This is an optimization exercise on Yosys and OpenROAD, whose aim is small area, a short achievable clock period and few clock cycles, not a production implementation.
RTL that was checked went through simulation tests only; none was proved equivalent to the original.
For run 1, only the layout was checked, not whether the RTL still works.

==> flow/design.v (outline; a module is shown in full before it is edited, if it fits) <==
// module CNN: 2816 lines
// module xnr: 3 lines
// module orr: 3 lines
// module fa: 4 lines
module CNN(
    input                       clk,
    input                       rst_n,
    input                       in_valid,
    input      signed [15:0]    in_data,
    input                       opt,
    output reg                  out_valid,
    output reg signed [15:0]    out_data
);
  // ...
==> flow/flow/run.sh <==
#!/bin/bash
# Standard ORFS layout, with faster port buffers and timing repair aimed
# below the clock period.
set -euo pipefail
bash standard.sh SETUP_SLACK_MARGIN=10 "BUFFER_PORTS_ARGS=-buffer_cell sky130_fd_sc_hd__buf_2" finish > make.log 2>&1
==> flow/standard.sh <==
#!/bin/bash
# synth_recipe.tcl (not shown) runs the flow's synth.tcl, then flattens the netlist and writes it again
# the make line also repeats each setting of config.mk as NAME=value (left out here)
make -C /OpenROAD-flow-scripts/flow DESIGN_CONFIG=/design/flow/config.mk WORK_HOME=/design/flow/orfs CLKGATE_MAP_FILE= SYNTH_SCRIPT=/design/flow/synth_recipe.tcl "${@:-finish}"
==> flow/config.mk <==
export PLATFORM = sky130hd
export DESIGN_NAME = CNN
export DESIGN_NICKNAME = CNN
export VERILOG_FILES = /design/flow/design.v
export SDC_FILE = /design/flow/constraint.sdc
export NUM_CORES = 4
export LEC_CHECK = 0
export CAP_MARGIN = 20
export CORE_MARGIN = 2
export CORE_UTILIZATION = 40
export PLACE_DENSITY = 0.6
export SLEW_MARGIN = 20
export SYNTH_HIERARCHICAL = 1
export SYNTH_MINIMUM_KEEP_SIZE = 0
==> flow/constraint.sdc <==
create_clock -name core_clock -period 14.0 [get_ports {clk}]
set_input_delay 2.8000 -clock core_clock [delete_from_list [all_inputs] [get_ports {clk}]]
set_output_delay 2.8000 -clock core_clock [all_outputs]
set_load 0.01 [all_outputs]
==> qor.csv, run 1 <==
metric;value;unit
synth_top_family_by_area;adder cells;
place_area;61600;µm²
dieWidth;390;µm
regMostFlops;ring;
crit_fanout;8;
worstSetupPathType;reg2reg;
wl_met2;68300;µm
tns;0;ns
place_inst;6617;
die_area;152000;µm²
path_delay_family;compound AO/OA/AOI/OAI gates;
status;finished clean;
fin_hold_ws;0.285;ns
core_region_area;148000;µm²
ys_warn_count;8;
worstHoldEndpoint;ring[6][7];
slew_headroom;31.0;%
gp_congestion;0.849;
final_cell_area;67200;µm²
synth-adder-area-share;37.4;%
min_period;4.78;ns
cts_max_level;3;
antenna_found_initial;5;
globalRouteMet2Util;31.3;%
==> run 2: changes to the inputs <==
--- a/flow/design.v
+++ b/flow/design.v
@@ -30,17 +30,17 @@
         cnt <= 7'd0;
         opt_r <= 1'b0;
     end else begin
         if (cnt == 7'd0) begin
             if (in_valid) begin
                 cnt <= 7'd1;
                 opt_r <= opt;
             end
-        end else if (cnt == 7'd67)
+        end else if (cnt == 7'd68)
             cnt <= 7'd0;
         else
             cnt <= cnt + 7'd1;
     end
 end
 wire [15:0] tp0 = ring[0];
 wire s1, c2;
 xnr us1 (.a(~(tp0[0] & kr0[13])), .b(~(tp0[10] & kr0[3])), .y(s1));
@@ -2181,50 +2181,50 @@
 always @(posedge clk) begin cs7a <= {c1987, c1985, c1983, c1981, c1979, c1977, c1975, c1973, c1971, c1969, c1967, c1965, c1963, c1961, c1959, ~(tp7[0] & kr7[0])}; cs7b <= {s1988, s1986, s1984, s1982, s1980, s1978, s1976, s1974, s1972, s1970, s1968, s1966, s1964, s1962, s1960, s1958}; end
 wire [17:0] xy = {2'b0, ~cs7a} + {2'b0, ~cs7b};
 wire [15:0] tp8 = ring[30];
 reg [2:0] lc;
 always @(posedge clk) lc <= xy[17:15];
 wire s1989, c1990;
 xnr us1989 (.a(1'b0), .b(cs7a[10]), .y(s1989));
 orr uc1990 (.a(1'b0), .b(cs7a[10]), .y(c1990));
-wire s1991, c1992;
-fa us1991 (.a(1'b0), .b(cs7a[11]), .c(cs7b[11]), .s(s1991), .co(c1992));
+wire s1991 = cs7a[11] ^ cs7b[11];
+wire c1992 = cs7a[11] & cs7b[11];
 wire s1993, c1994;
 xnr us1993 (.a(~(tp8[0] & kr8[11])), .b(~(tp8[10] & kr8[1])), .y(s1993));
 orr uc1994 (.a(~(tp8[0] & kr8[11])), .b(~(tp8[10] & kr8[1])), .y(c1994));
-wire s1995, c1996;
-fa us1995 (.a(1'b0), .b(cs7a[12]), .c(cs7b[12]), .s(s1995), .co(c1996));
+wire s1995 = cs7a[12] ^ cs7b[12];
+wire c1996 = cs7a[12] & cs7b[12];
 wire s1997, c1998;
 fa us1997 (.a(~(tp8[0] & kr8[12])), .b(~(tp8[10] & kr8[2])), .c(~(tp8[11] & kr8[1])), .s(s1997), .co(c1998));
 wire s1999, c2000;
 xnr us1999 (.a(~(tp8[12] & kr8[0])), .b(~(tp8[1] & kr8[11])), .y(s1999));
 orr uc2000 (.a(~(tp8[12] & kr8[0])), .b(~(tp8[1] & kr8[11])), .y(c2000));
-wire s2001, c2002;
-fa us2001 (.a(1'b0), .b(cs7a[13]), .c(cs7b[13]), .s(s2001), .co(c2002));
+wire s2001 = cs7a[13] ^ cs7b[13];
+wire c2002 = cs7a[13] & cs7b[13];
 wire s2003, c2004;
 fa us2003 (.a(~(tp8[0] & kr8[13])), .b(~(tp8[10] & kr8[3])), .c(~(tp8[11] & kr8[2])), .s(s2003), .co(c2004));
 wire s2005, c2006;
 fa us2005 (.a(~(tp8[12] & kr8[1])), .b(~(tp8[13] & kr8[0])), .c(~(tp8[1] & kr8[12])), .s(s2005), .co(c2006));
 wire s2007, c2008;
 xnr us2007 (.a(~(tp8[2] & kr8[11])), .b(~(tp8[3] & kr8[10])), .y(s2007));
 orr uc2008 (.a(~(tp8[2] & kr8[11])), .b(~(tp8[3] & kr8[10])), .y(c2008));
-wire s2009, c2010;
-fa us2009 (.a(1'b0), .b(cs7a[14]), .c(cs7b[14]), .s(s2009), .co(c2010));
+wire s2009 = cs7a[14] ^ cs7b[14];
+wire c2010 = cs7a[14] & cs7b[14];
 wire s2011, c2012;
 fa us2011 (.a(~(tp8[0] & kr8[14])), .b(~(tp8[10] & kr8[4])), .c(~(tp8[11] & kr8[3])), .s(s2011), .co(c2012));
 wire s2013, c2014;
 fa us2013 (.a(~(tp8[12] & kr8[2])), .b(~(tp8[13] & kr8[1])), .c(~(tp8[14] & kr8[0])), .s(s2013), .co(c2014));
 wire s2015, c2016;
 fa us2015 (.a(~(tp8[1] & kr8[13])), .b(~(tp8[2] & kr8[12])), .c(~(tp8[3] & kr8[11])), .s(s2015), .co(c2016));
 wire s2017, c2018;
 xnr us2017 (.a(~(tp8[4] & kr8[10])), .b(~(tp8[5] & kr8[9])), .y(s2017));
 orr uc2018 (.a(~(tp8[4] & kr8[10])), .b(~(tp8[5] & kr8[9])), .y(c2018));
-wire s2019, c2020;
-fa us2019 (.a(1'b0), .b(cs7a[15]), .c(cs7b[15]), .s(s2019), .co(c2020));
+wire s2019 = cs7a[15] ^ cs7b[15];
+wire c2020 = cs7a[15] & cs7b[15];
 wire s2021, c2022;
 fa us2021 (.a((tp8[0] & kr8[15])), .b((tp8[15] & kr8[0])), .c(~(tp8[10] & kr8[5])), .s(s2021), .co(c2022));
 wire s2023, c2024;
 fa us2023 (.a(~(tp8[11] & kr8[4])), .b(~(tp8[12] & kr8[3])), .c(~(tp8[13] & kr8[2])), .s(s2023), .co(c2024));
 wire s2025, c2026;
 fa us2025 (.a(~(tp8[14] & kr8[1])), .b(~(tp8[1] & kr8[14])), .c(~(tp8[2] & kr8[13])), .s(s2025), .co(c2026));
 wire s2027, c2028;
 fa us2027 (.a(~(tp8[3] & kr8[12])), .b(~(tp8[4] & kr8[11])), .c(~(tp8[5] & kr8[10])), .s(s2027), .co(c2028));
@@ -2252,30 +2252,30 @@
 xnr us2047 (.a(~(tp8[11] & kr8[7])), .b(~(tp8[12] & kr8[6])), .y(s2047));
 orr uc2048 (.a(~(tp8[11] & kr8[7])), .b(~(tp8[12] & kr8[6])), .y(c2048));
 wire s2049, c2050;
 xnr us2049 (.a((tp8[15] & kr8[4])), .b((tp8[4] & kr8[15])), .y(s2049));
 orr uc2050 (.a((tp8[15] & kr8[4])), .b((tp8[4] & kr8[15])), .y(c2050));
 wire s2051, c2052;
 xnr us2051 (.a(1'b0), .b(cs7a[6]), .y(s2051));
 orr uc2052 (.a(1'b0), .b(cs7a[6]), .y(c2052));
-wire s2053, c2054;
-fa us2053 (.a(1'b0), .b(cs7a[7]), .c(cs7b[7]), .s(s2053), .co(c2054));
+wire s2053 = cs7a[7] ^ cs7b[7];
+wire c2054 = cs7a[7] & cs7b[7];
 wire s2055, c2056;
 xnr us2055 (.a(~(tp8[0] & kr8[7])), .b(~(tp8[1] & kr8[6])), .y(s2055));
 orr uc2056 (.a(~(tp8[0] & kr8[7])), .b(~(tp8[1] & kr8[6])), .y(c2056));
-wire s2057, c2058;
-fa us2057 (.a(1'b0), .b(cs7a[8]), .c(cs7b[8]), .s(s2057), .co(c2058));
+wire s2057 = cs7a[8] ^ cs7b[8];
+wire c2058 = cs7a[8] & cs7b[8];
 wire s2059, c2060;
 fa us2059 (.a(~(tp8[0] & kr8[8])), .b(~(tp8[1] & kr8[7])), .c(~(tp8[2] & kr8[6])), .s(s2059), .co(c2060));
 wire s2061, c2062;
 xnr us2061 (.a(~(tp8[3] & kr8[5])), .b(~(tp8[4] & kr8[4])), .y(s2061));
 orr uc2062 (.a(~(tp8[3] & kr8[5])), .b(~(tp8[4] & kr8[4])), .y(c2062));
-wire s2063, c2064;
-fa us2063 (.a(1'b0), .b(cs7a[9]), .c(cs7b[9]), .s(s2063), .co(c2064));
+wire s2063 = cs7a[9] ^ cs7b[9];
+wire c2064 = cs7a[9] & cs7b[9];
 wire s2065, c2066;
 fa us2065 (.a(~(tp8[0] & kr8[9])), .b(~(tp8[1] & kr8[8])), .c(~(tp8[2] & kr8[7])), .s(s2065), .co(c2066));
 wire s2067, c2068;
 fa us2067 (.a(~(tp8[3] & kr8[6])), .b(~(tp8[4] & kr8[5])), .c(~(tp8[5] & kr8[4])), .s(s2067), .co(c2068));
 wire s2069, c2070;
 xnr us2069 (.a(~(tp8[6] & kr8[3])), .b(~(tp8[7] & kr8[2])), .y(s2069));
 orr uc2070 (.a(~(tp8[6] & kr8[3])), .b(~(tp8[7] & kr8[2])), .y(c2070));
 wire s2071, c2072;
@@ -2380,23 +2380,23 @@
 xnr us2167 (.a(~(tp8[11] & kr8[11])), .b(~(tp8[12] & kr8[10])), .y(s2167));
 orr uc2168 (.a(~(tp8[11] & kr8[11])), .b(~(tp8[12] & kr8[10])), .y(c2168));
 wire s2169, c2170;
 xnr us2169 (.a((tp8[15] & kr8[8])), .b((tp8[8] & kr8[15])), .y(s2169));
 orr uc2170 (.a((tp8[15] & kr8[8])), .b((tp8[8] & kr8[15])), .y(c2170));
 wire s2171, c2172;
 xnr us2171 (.a(1'b0), .b(cs7a[3]), .y(s2171));
 orr uc2172 (.a(1'b0), .b(cs7a[3]), .y(c2172));
-wire s2173, c2174;
-fa us2173 (.a(1'b0), .b(cs7a[4]), .c(cs7b[4]), .s(s2173), .co(c2174));
+wire s2173 = cs7a[4] ^ cs7b[4];
+wire c2174 = cs7a[4] & cs7b[4];
 wire s2175, c2176;
 xnr us2175 (.a(~(tp8[0] & kr8[4])), .b(~(tp8[1] & kr8[3])), .y(s2175));
 orr uc2176 (.a(~(tp8[0] & kr8[4])), .b(~(tp8[1] & kr8[3])), .y(c2176));
-wire s2177, c2178;
-fa us2177 (.a(1'b0), .b(cs7a[5]), .c(cs7b[5]), .s(s2177), .co(c2178));
+wire s2177 = cs7a[5] ^ cs7b[5];
+wire c2178 = cs7a[5] & cs7b[5];
 wire s2179, c2180;
 fa us2179 (.a(~(tp8[0] & kr8[5])), .b(~(tp8[1] & kr8[4])), .c(~(tp8[2] & kr8[3])), .s(s2179), .co(c2180));
 wire s2181, c2182;
 xnr us2181 (.a(~(tp8[3] & kr8[2])), .b(~(tp8[4] & kr8[1])), .y(s2181));
 orr uc2182 (.a(~(tp8[3] & kr8[2])), .b(~(tp8[4] & kr8[1])), .y(c2182));
 wire s2183, c2184;
 fa us2183 (.a(cs7b[6]), .b(~(tp8[0] & kr8[6])), .c(~(tp8[1] & kr8[5])), .s(s2183), .co(c2184));
 wire s2185, c2186;
@@ -2518,18 +2518,18 @@
 xnr us2299 (.a(~(tp8[12] & kr8[13])), .b(~(tp8[13] & kr8[12])), .y(s2299));
 orr uc2300 (.a(~(tp8[12] & kr8[13])), .b(~(tp8[13] & kr8[12])), .y(c2300));
 wire s2301, c2302;
 xnr us2301 (.a((tp8[11] & kr8[15])), .b((tp8[15] & kr8[11])), .y(s2301));
 orr uc2302 (.a((tp8[11] & kr8[15])), .b((tp8[15] & kr8[11])), .y(c2302));
 wire s2303, c2304;
 xnr us2303 (.a(1'b0), .b(cs7a[1]), .y(s2303));
 orr uc2304 (.a(1'b0), .b(cs7a[1]), .y(c2304));
-wire s2305, c2306;
-fa us2305 (.a(1'b0), .b(cs7a[2]), .c(cs7b[2]), .s(s2305), .co(c2306));
+wire s2305 = cs7a[2] ^ cs7b[2];
+wire c2306 = cs7a[2] & cs7b[2];
 wire s2307, c2308;
 xnr us2307 (.a(~(tp8[0] & kr8[2])), .b(~(tp8[1] & kr8[1])), .y(s2307));
 orr uc2308 (.a(~(tp8[0] & kr8[2])), .b(~(tp8[1] & kr8[1])), .y(c2308));
 wire s2309, c2310;
 fa us2309 (.a(cs7b[3]), .b(~(tp8[0] & kr8[3])), .c(~(tp8[1] & kr8[2])), .s(s2309), .co(c2310));
 wire s2311, c2312;
 fa us2311 (.a(~(tp8[2] & kr8[1])), .b(~(tp8[3] & kr8[0])), .c(s2171), .s(s2311), .co(c2312));
 wire s2313, c2314;
@@ -2755,60 +2755,53 @@
 fa us2527 (.a(c2408), .b(s2467), .c(c2466), .s(s2527), .co(c2528));
 wire s2529, c2530;
 fa us2529 (.a(c2410), .b(s2469), .c(c2468), .s(s2529), .co(c2530));
 wire s2531, c2532;
 xnr us2531 (.a(~(tp8[15] & kr8[15])), .b(c2470), .y(s2531));
 orr uc2532 (.a(~(tp8[15] & kr8[15])), .b(c2470), .y(c2532));
 reg [31:0] sa, sb;
 always @(posedge clk) begin sa <= {1'b0, c2530, c2528, c2526, c2524, c2522, c2520, c2518, c2516, c2514, c2512, c2510, c2508, c2506, c2504, c2502, c2500, c2498, c2496, c2494, c2492, c2490, c2488, c2486, c2484, c2482, c2480, c2478, c2476, c2474, c2472, s2411}; sb <= {c2532, s2531, s2529, s2527, s2525, s2523, s2521, s2519, s2517, s2515, s2513, s2511, s2509, s2507, s2505, s2503, s2501, s2499, s2497, s2495, s2493, s2491, s2489, s2487, s2485, s2483, s2481, s2479, s2477, s2475, s2473, s2471}; end
-wire [1:0] l = {1'b0, lc[0]} + lc[2:1];
-wire [16:0] ul = {1'b0, sa[15:0]} + {1'b0, sb[15:0]};
-wire cl = ul[16];
-wire [15:0] uh = sa[31:16] + sb[31:16] + {14'd0, l} + {15'd0, cl};
-wire signed [15:0] fs = ~ul[15:0];
-wire z = !uh[15] && !opt_r;           
+wire [31:0] u = sa + sb + {14'd0, lc[2:1], 16'd0} + {15'd0, lc[0], 16'd0};   
+reg signed [15:0] f;
+always @(posedge clk) f <= (!u[31] && !opt_r) ? 16'sd0 : ~u[15:0];
 reg fv, g, first, last;
 always @(*) begin
     fv = 1'b0; g = 1'b0; first = 1'b0; last = 1'b0;
     case (cnt)
-        7'd45: begin fv = 1'b1; g = 1'b0; first = 1'b1; last = 1'b0; end
-        7'd46: begin fv = 1'b1; g = 1'b0; first = 1'b0; last = 1'b0; end
-        7'd47: begin fv = 1'b1; g = 1'b1; first = 1'b1; last = 1'b0; end
-        7'd48: begin fv = 1'b1; g = 1'b1; first = 1'b0; last = 1'b0; end
-        7'd51: begin fv = 1'b1; g = 1'b0; first = 1'b0; last = 1'b0; end
-        7'd52: begin fv = 1'b1; g = 1'b0; first = 1'b0; last = 1'b1; end
-        7'd53: begin fv = 1'b1; g = 1'b1; first = 1'b0; last = 1'b0; end
-        7'd54: begin fv = 1'b1; g = 1'b1; first = 1'b0; last = 1'b1; end
-        7'd57: begin fv = 1'b1; g = 1'b0; first = 1'b1; last = 1'b0; end
-        7'd58: begin fv = 1'b1; g = 1'b0; first = 1'b0; last = 1'b0; end
-        7'd59: begin fv = 1'b1; g = 1'b1; first = 1'b1; last = 1'b0; end
-        7'd60: begin fv = 1'b1; g = 1'b1; first = 1'b0; last = 1'b0; end
-        7'd63: begin fv = 1'b1; g = 1'b0; first = 1'b0; last = 1'b0; end
-        7'd64: begin fv = 1'b1; g = 1'b0; first = 1'b0; last = 1'b1; end
-        7'd65: begin fv = 1'b1; g = 1'b1; first = 1'b0; last = 1'b0; end
-        7'd66: begin fv = 1'b1; g = 1'b1; first = 1'b0; last = 1'b1; end
+        7'd46: begin fv = 1'b1; g = 1'b0; first = 1'b1; last = 1'b0; end
+        7'd47: begin fv = 1'b1; g = 1'b0; first = 1'b0; last = 1'b0; end
+        7'd48: begin fv = 1'b1; g = 1'b1; first = 1'b1; last = 1'b0; end
+        7'd49: begin fv = 1'b1; g = 1'b1; first = 1'b0; last = 1'b0; end
+        7'd52: begin fv = 1'b1; g = 1'b0; first = 1'b0; last = 1'b0; end
+        7'd53: begin fv = 1'b1; g = 1'b0; first = 1'b0; last = 1'b1; end
+        7'd54: begin fv = 1'b1; g = 1'b1; first = 1'b0; last = 1'b0; end
+        7'd55: begin fv = 1'b1; g = 1'b1; first = 1'b0; last = 1'b1; end
+        7'd58: begin fv = 1'b1; g = 1'b0; first = 1'b1; last = 1'b0; end
+        7'd59: begin fv = 1'b1; g = 1'b0; first = 1'b0; last = 1'b0; end
+        7'd60: begin fv = 1'b1; g = 1'b1; first = 1'b1; last = 1'b0; end
+        7'd61: begin fv = 1'b1; g = 1'b1; first = 1'b0; last = 1'b0; end
+        7'd64: begin fv = 1'b1; g = 1'b0; first = 1'b0; last = 1'b0; end
+        7'd65: begin fv = 1'b1; g = 1'b0; first = 1'b0; last = 1'b1; end
+        7'd66: begin fv = 1'b1; g = 1'b1; first = 1'b0; last = 1'b0; end
+        7'd67: begin fv = 1'b1; g = 1'b1; first = 1'b0; last = 1'b1; end
         default: ;
     endcase
 end
 reg pv0, pv1, pfirst, plast, pg;
 always @(posedge clk or negedge rst_n) begin
     if (!rst_n) begin
         pv0 <= 1'b0; pv1 <= 1'b0; pfirst <= 1'b0; plast <= 1'b0; pg <= 1'b0;
     end else begin
         pv0 <= fv && !g; pv1 <= fv && g; pfirst <= first; plast <= fv && last; pg <= g;
     end
 end
 reg signed [15:0] mx0, mx1;
-wire signed [15:0] a0 = (pfirst || fs > mx0) ? fs : mx0;
-wire signed [15:0] a1 = (pfirst || fs > mx1) ? fs : mx1;
-wire signed [15:0] b0 = (pfirst || mx0[15]) ? 16'sd0 : mx0;
-wire signed [15:0] b1 = (pfirst || mx1[15]) ? 16'sd0 : mx1;
-wire signed [15:0] n0 = z ? b0 : a0;
-wire signed [15:0] n1 = z ? b1 : a1;
+wire signed [15:0] n0 = (pfirst || f > mx0) ? f : mx0;
+wire signed [15:0] n1 = (pfirst || f > mx1) ? f : mx1;
 always @(posedge clk) begin
     if (pv0) mx0 <= n0;
     if (pv1) mx1 <= n1;
     out_data <= pg ? n1 : n0;
 end
 always @(posedge clk or negedge rst_n) begin
     if (!rst_n) out_valid <= 1'b0;
     else out_valid <= plast;
==> flow/flow/run.sh (replaced) <==
#!/bin/bash
# Standard ORFS layout, with faster port buffers and timing repair aimed
# below the clock period.
set -euo pipefail
bash standard.sh SETUP_SLACK_MARGIN=10 CTS_BUF_DISTANCE=120 "BUFFER_PORTS_ARGS=-buffer_cell sky130_fd_sc_hd__buf_2" finish > make.log 2>&1
==> flow/config.mk (replaced) <==
export PLATFORM = sky130hd
export DESIGN_NAME = CNN
export DESIGN_NICKNAME = CNN
export VERILOG_FILES = /design/flow/design.v
export SDC_FILE = /design/flow/constraint.sdc
export NUM_CORES = 4
export LEC_CHECK = 0
export CAP_MARGIN = 20
export CORE_MARGIN = 2
export CORE_UTILIZATION = 40
export CTS_CLUSTER_DIAMETER = 100
export CTS_CLUSTER_SIZE = 25
export PLACE_DENSITY = 0.6
export SLEW_MARGIN = 20
export SYNTH_HIERARCHICAL = 1
export SYNTH_MINIMUM_KEEP_SIZE = 0
==> run 2 against run 1 <==
  * Synthesized area grew 0.97%
  * Non-clock buffer count down 60
  * First-iteration DRC count increased by 9.9%
  * Still clean
==> qor.csv, run 2 <==
metric;value;unit;change
die-height;392;µm;
antenna_found_initial;7;;+2
via_per_inst;4.96;;
path_delay_family;flip-flops;;
cts_buffers;55;;
finalMaxSlewViolations;0;;
drive_gt1_share;5.54;%;
maxCapViolations;0;;
vias;34204;;
place_inst;6726;;+1.6%
ys_warn_count;8;;unchanged
synth_top_area_share;34.9;%;
first_global_vias;37178;;
layout_common_cells;1345 x nand2_1, 1046 x fa_1, 911 x dfxtp_1;;
postRouteAntennaNets;0;;
synth-async-reset-ratio;1.25;%;
detail_route.wl_per_cell;20.1;µm;
synth-seq-cells;1118;;
hold_viol;0;;
clockBufferDepth;3;;
dieWidth;392;µm;+0.48%
crit_path_cell_trace;buf_6;;
cts_tree;done;;
syn-mean-instance-area;12.3;µm²;
fin_crit_sh;28.5;%;
cp-start-kind;flop;;
final_common_cell;nand2_1;;
die_area;153000;µm²;+0.96%
min_period;3.98;ns;-0.796 ns
drcViolationCount;0;;
drt-initial-drc-count;2614;;
rsz0062_at_grt;true;;
slew_headroom;33.4;%;+2.4 points
yosys.area.top_type;fa_1;;
drtPass1Iterations;7;;
endpoint_kind;output pin;;
regMostFlops;ring;;
setup_viol;0;;
tns;0;ns;unchanged
clk_pin_slew_worst_paths;0.10;ns;
multi_input_comb_area;34600;µm²;
clock_skew;0.0417;ns;
cts_max_level;2;;-1
reg_top3;ring: 576 flops, sb: 32 flops, sa: 31 flops;;
cp_slowest_cell;dfrtp_1;;
clock-sinks;1118;;
holdBufCountCts;0;;
grt_first_pass_wirelength;215000;µm;
worst_slack;10.02;ns;
required;11.20;ns;
postSynthCellCount;4879;;
synth_edf_count;176;;
seqCellArea;24200;µm²;
pin_count;37;;
fin_cells;6895;;
hp-class;reg2reg;;
yosysUniqueCellTypes;56;;
cts_root_buf;clkbuf_16;;
cpPeakStageDelay;0.38;ns;
finish.net_count;6059;;
clock_latency;0.68;ns;
core_region_area;149000;µm²;+1.2%
area_growth;7.60;%;
synth_ff_type;dfxtp_1;;
crit_fanout;1;;-7
status;finished clean;;
grt-ovfl-total;0;;
track_usage;18.2;%;
ys_top_cells_by_count;1346 x nand2_1, 1046 x fa_1, 928 x dfxtp_1;;
start_util;40.2;%;
row_count;142;;
path_buf_inv;1;;
pre_cts_slack;9.73;ns;
largest_register_ffs;576;;
netlist_area;60100;µm²;
grt_start_max_net_pins;50;;
portBuffers;36;;
dp_hpwl;94700;µm;
yosysSeqAreaShare;40.3;%;
yosys.cell_count.top_type;nand2_1;;
wirelength;138000;µm;
fillers;13679;;
fmax;251;MHz;
cp_data_arrival_time;1.18;ns;
gp_congestion;0.877;;+3.4%
tightest_slew;0.999;ns;
worstSetupPathType;reg2out;;
yosys-top-cells-area;fa_1 35%, dfxtp_1 31%, edfxtp_1 8.8%;;
run 2: per-module statistics from Yosys (local to each module, per instance):
| module | cells | flops+latches | copies in the design |
|---|---|---|---|
| CNN | 3530 | 1118 | 1 |
| xnr | 1 | 0 | 157 |
| fa | 1 | 0 | 1043 |
| orr | 1 | 0 | 149 |
run 2: cells by family after synthesis:
kind of cell    share of synthesized area (%)
flops                                    40.3
simple gates                             11.3
xor+xnor                                 6.01
compound gates                           1.00
fa+ha+maj                                38.0
buf+inv                                  2.23
mux                                      1.18
other cells                            0.0125
run 2: path summary, 6_finish.rpt:
path,from,end,slack (ns),depth (start not counted)
max,out_valid,out_valid,10.02,1
min,ring[12][7],ring[13][7],0.31,0
max reg2reg,ring[30][10],sb[17],10.10,8
min reg2reg,ring[12][7],ring[13][7],0.31,0
max in group asynchronous,rst_n,cnt[4],11.42,1
min in group asynchronous,rst_n,out_valid,2.12,1
run 2: what timing repair did:
action | in CTS | in global routing
resized for setup | 9 | 33
setup endpoints to repair | 21 | 35
gates cloned | 0 | 2
hold endpoints to repair | 0 | 0
buffers inserted | 3 | 71
pin swaps | 0 | 0
run 2: layout make-up:
class / count / share of cell area (%)
Multi-Input combinational cell: 3418 / 53.5
Sequential cell: 1118 / 37.5
Tap cell: 2016 / 3.90
Clock buffer: 76 / 2.31
Timing Repair Buffer: 149 / 1.82
Inverter: 101 / 0.586
Clock inverter: 16 / 0.337
Antenna cell: 1 / 0.00387
run 2: routing by layer:
metal	vias up	part of all wire, %	GRT usage, %
li1	14922	-	-
met1	17839	42	24.6
met2	1238	49	30.5
met3	205	6.8	2.80
met4	0	2.8	5.27
met5	-	0	0
run 2: metrics by stage:
step / cell area, µm² / util (%) / hold WS (ns)
2_1_floorplan: 60100 / - / 0.310
3_3_place_gp: 62200 / 41.6 / 0.309
3_5_place_dp: 62200 / 41.6 / 0.312
4_1_cts: 63900 / 42.8 / 0.314
5_1_grt: 64600 / 43.3 / 0.315
6_report: 64600 / 43.3 / 0.308
Testbench counts of run 2, summed over its fixed seeds: cycles 13,248.

==> re-timing with driven ports <==
The flow's constraints put no driver on any port. The routed layouts listed below were extracted and timed again, unchanged, in two steps. Step 1 assumes that a clkbuf_16 drives the clock port and a buf_2 every other input. Step 2 moves the port delays by t, midway between the first and last clock arrival at a register: inputs arrive t later, outputs are due t later. That takes back most of the time a late clock gives input paths. Three values: no drivers, after step 1, after step 2; two values: the first two.
run | shift t [ns] | setup slack, ns | clock arrival spread, ns | slew at the worst register clock pin (ns) | cell pins on the clock port's net
run 1 | 0.799 | 9.220 / 9.220 / 9.220 | 0.072 / 0.072 | 0.07 / 0.07 | 1
run 2 | 0.737 | 10.016 / 9.937 / 10.102 | 0.054 / 0.054 | 0.11 / 0.11 | 1
After both steps setup and hold are still met in every run listed.
